What follows belongs to an exercise in optimizing a design on an open flow for small area, a short achievable clock period and few clock cycles per item; a production flow would make more cautious choices.
RTL that was checked went through simulation tests only; none was proved equivalent to the original.

==> flow/design.v (excerpt) <==
module cordic #(
    parameter WIDTH = 16,
    parameter ITERATIONS = 16,
    parameter FRAC_BITS = 14
) (
    input wire clk,
    input wire rst,
    input wire start,
    input wire signed [WIDTH-1:0] theta,
    output wire signed [WIDTH-1:0] cos_out,
    output wire signed [WIDTH-1:0] sin_out,
    output reg done
);
==> flow/config.mk <==
export PLATFORM = sky130hd
export DESIGN_NAME = cordic
export DESIGN_NICKNAME = cordic
export VERILOG_FILES = /design/flow/design.v
export SDC_FILE = /design/flow/constraint.sdc
export NUM_CORES = 4
export LEC_CHECK = 0
export ABC_AREA = 1
export CAP_MARGIN = 20
export CORE_MARGIN = 2
export CORE_UTILIZATION = 40
export SETUP_SLACK_MARGIN = 5.0
export SLEW_MARGIN = 20
==> flow/constraint.sdc <==
create_clock -name core_clock -period 9.0 [get_ports {clk}]
set_input_delay 1.8000 -clock core_clock [delete_from_list [all_inputs] [get_ports {clk}]]
set_output_delay 1.8000 -clock core_clock [all_outputs]
set_load 0.01 [all_outputs]
standard.sh (not shown) runs the stock make flow with config.mk's settings and CLKGATE_MAP_FILE= SYNTH_SCRIPT=/design/flow/synth_recipe.tcl, a recipe that flattens the netlist after the stock synthesis.
==> flow/flow/run.sh <==
#!/bin/bash
# The standard layout, with repair_timing aiming at a tighter period
# than the clock's and plain buffers on the ports (the SDC and everything
# else stay as they are).
set -euo pipefail
bash standard.sh SETUP_SLACK_MARGIN=6.0 "BUFFER_PORTS_ARGS=-buffer_cell sky130_fd_sc_hd__buf_2" finish > flow_make.log 2>&1
The starting point finished clean.
Then changed:
==> flow/flow/run.sh (replaced) <==
#!/bin/bash
# The standard layout with plain buffers on the ports.
set -euo pipefail
bash standard.sh "BUFFER_PORTS_ARGS=-buffer_cell sky130_fd_sc_hd__buf_1" finish > flow_make.log 2>&1
--- a/flow/config.mk
+++ b/flow/config.mk
@@ -10,3 +10,3 @@
 export CORE_MARGIN = 2
-export CORE_UTILIZATION = 40
+export CORE_UTILIZATION = 65
 export SETUP_SLACK_MARGIN = 5.0
Outcome:
- The new run went through all stages and came out clean
- setup slack loses 0.28 ns
- final cell count went down by roughly a tenth
- final area went down by about a fifth
- synthesized area does not change
- die area went down by well over a third
Then changed:
==> flow/flow/run.sh (replaced) <==
#!/bin/bash
# The standard layout with plain buffers on the ports.
set -euo pipefail
bash standard.sh "BUFFER_PORTS_ARGS=-buffer_cell sky130_fd_sc_hd__buf_2" finish > flow_make.log 2>&1
--- a/flow/config.mk
+++ b/flow/config.mk
@@ -10,3 +10,3 @@
 export CORE_MARGIN = 2
-export CORE_UTILIZATION = 65
+export CORE_UTILIZATION = 40
 export SETUP_SLACK_MARGIN = 5.0
Die area rose by 60%.
Setup slack gets better by 0.0069 ns.
Design area went up by about 4%.
Non-clock buffer count increases by 6.
First-iteration DRC count fell by about 40%.
Wire length came out lower by about 1.1%.
Then changed:
==> flow/run.sh (new file) <==
#!/bin/bash
# synth_recipe.tcl (not shown) runs the flow's synth.tcl, then flattens the netlist and writes it again
# the make line also repeats each setting of config.mk as NAME=value (left out here)
make -C /OpenROAD-flow-scripts/flow DESIGN_CONFIG=/design/flow/config.mk WORK_HOME=/design/flow/orfs CLKGATE_MAP_FILE= SYNTH_SCRIPT=/design/flow/synth_recipe.tcl finish
--- a/flow/config.mk
+++ b/flow/config.mk
@@ -7,3 +7,2 @@
 export LEC_CHECK = 0
-export ABC_AREA = 1
 export CAP_MARGIN = 20
@@ -11,3 +10,2 @@
 export CORE_UTILIZATION = 40
-export SETUP_SLACK_MARGIN = 5.0
 export SLEW_MARGIN = 20
removed: flow/flow/run.sh
removed: flow/standard.sh
=>
- The changed run finished with timing, DRC and antenna clean
- clock-buffer cell count fell by 1
- design area rose by 2.9%
No functional check of the RTL was part of any run of this note.

* * *

cordic, a different RTL version from the one above (not shown whole).
Size: roughly 52 I/O pins, ~6600 sq um of cells after synthesis.
export LEC_CHECK = 0
export ABC_AREA = 1
export CAP_MARGIN = 20
export CORE_MARGIN = 2
export CORE_UTILIZATION = 65
export SETUP_SLACK_MARGIN = 5.0
export SLEW_MARGIN = 20
export TNS_END_PERCENT = 10
create_clock -name core_clock -period 9.0 [get_ports {clk}]
==> flow/flow/run.sh <==
#!/bin/bash
# The standard layout with plain buffers on the ports, and repair_timing
# aiming at a tighter period than the clock's (the SDC stays as it is).
set -euo pipefail
bash standard.sh "BUFFER_PORTS_ARGS=-buffer_cell sky130_fd_sc_hd__buf_1" SETUP_SLACK_MARGIN=5.5 finish > flow_make.log 2>&1
The baseline produced a clean layout.
Testbench counts at the start, summed over its fixed seeds: cycles 48,000, items 3,200.
Next try:
==> flow/flow/run.sh (replaced) <==
#!/bin/bash
# The standard layout with plain buffers on the ports, and repair_timing
# aiming at a tighter period than the clock's (the SDC stays as it is).
set -euo pipefail
bash standard.sh "BUFFER_PORTS_ARGS=-buffer_cell sky130_fd_sc_hd__buf_1" SETUP_SLACK_MARGIN=6.0 finish > flow_make.log 2>&1
Settings changed: CORE_UTILIZATION 65 to 50, TNS_END_PERCENT 10 to not set.
Effect: Routed wire length grows by about a fifth; non-clock buffer count grows by 57; area after synthesis stays the same; count of clock-buffer cells in the layout grows by 2; die area grows by a quarter to a third; first-iteration DRC count shrinks by a quarter to a third; flip-flop and latch count stays the same; final cell count grows by a little under a tenth.
Next try:
==> flow/flow/run.sh (replaced) <==
#!/bin/bash
# The standard layout with plain buffers on the ports, and repair_timing
# aiming at a tighter period than the clock's (the SDC stays as it is).
set -euo pipefail
bash standard.sh "BUFFER_PORTS_ARGS=-buffer_cell sky130_fd_sc_hd__buf_1" SETUP_SLACK_MARGIN=5.75 finish > flow_make.log 2>&1
Settings changed: CORE_UTILIZATION 50 to 55.
The new run completed with no timing, DRC or antenna violations; wire length is lower by roughly a tenth; die area is lower by a little under a tenth; via count is lower by a few percent; non-clock buffer count is lower by 45; count of clock-buffer cells in the layout is unchanged; setup slack is better by 28 ps; final area is lower by a little under a tenth; clock skew barely changes; area after synthesis stays the same.
Next try:
Settings changed: TNS_END_PERCENT set to 10.
Outcome:
- The changed run completed with no timing, DRC or antenna violations
- cell area goes down by 0.83%
- fmax decreases by 1.1%
- routed wire length came out lower by 0.97%
- die area is unchanged
- sequential cell count stays the same
- count of clock-buffer cells in the layout stays the same
- via count falls by 0.45%
- setup slack is worse by 36 ps
- global-route usage is lower by 0.15 points

-- separate check: timing with driven ports --
Ports are ideal in the flow. The routed layouts listed here were re-timed in OpenROAD.
Step 1: set_driving_cell puts a clkbuf_16 on clk and a buf_2 on each other input, an assumption about the parent block.
Step 2 times the ports against the registers' clock, not the clock port: input delays grow and output delays shrink by t, the midpoint of the rising clock arrivals with the driver on.
a / b / c = no drivers / after step 1 / after step 2; a / b = the first two.
run	t, ns	slack for setup (ns)	worst setup path at the end	latest minus earliest clock arrival (ns)
the first run of note 1	0.355	5.549 / 5.519 / 5.164	input to register	0.010 / 0.010
the second run of note 1	0.360	5.273 / 5.273 / 4.941	input to register	0.014 / 0.015
the third run of note 1	0.347	5.280 / 5.300 / 4.953	input to register	0.009 / 0.009
the fourth run of note 1	0.342	4.124 / 4.127 / 3.796	input to register	0.013 / 0.012
the first run of note 2	0.392	5.686 / 5.686 / 5.484	input to register	0.014 / 0.013
the second run of note 2	0.390	5.896 / 5.896 / 5.774	input to register	0.012 / 0.012
the third run of note 2	0.384	5.924 / 5.924 / 5.600	input to register	0.011 / 0.011
the fourth run of note 2	0.386	5.888 / 5.910 / 5.525	input to register	0.012 / 0.013
After both steps every run listed still meets setup and hold. The setup slack of the first run of note 1, which loses most, moves by -0.030 ns with the drivers and by -0.385 ns with both steps.
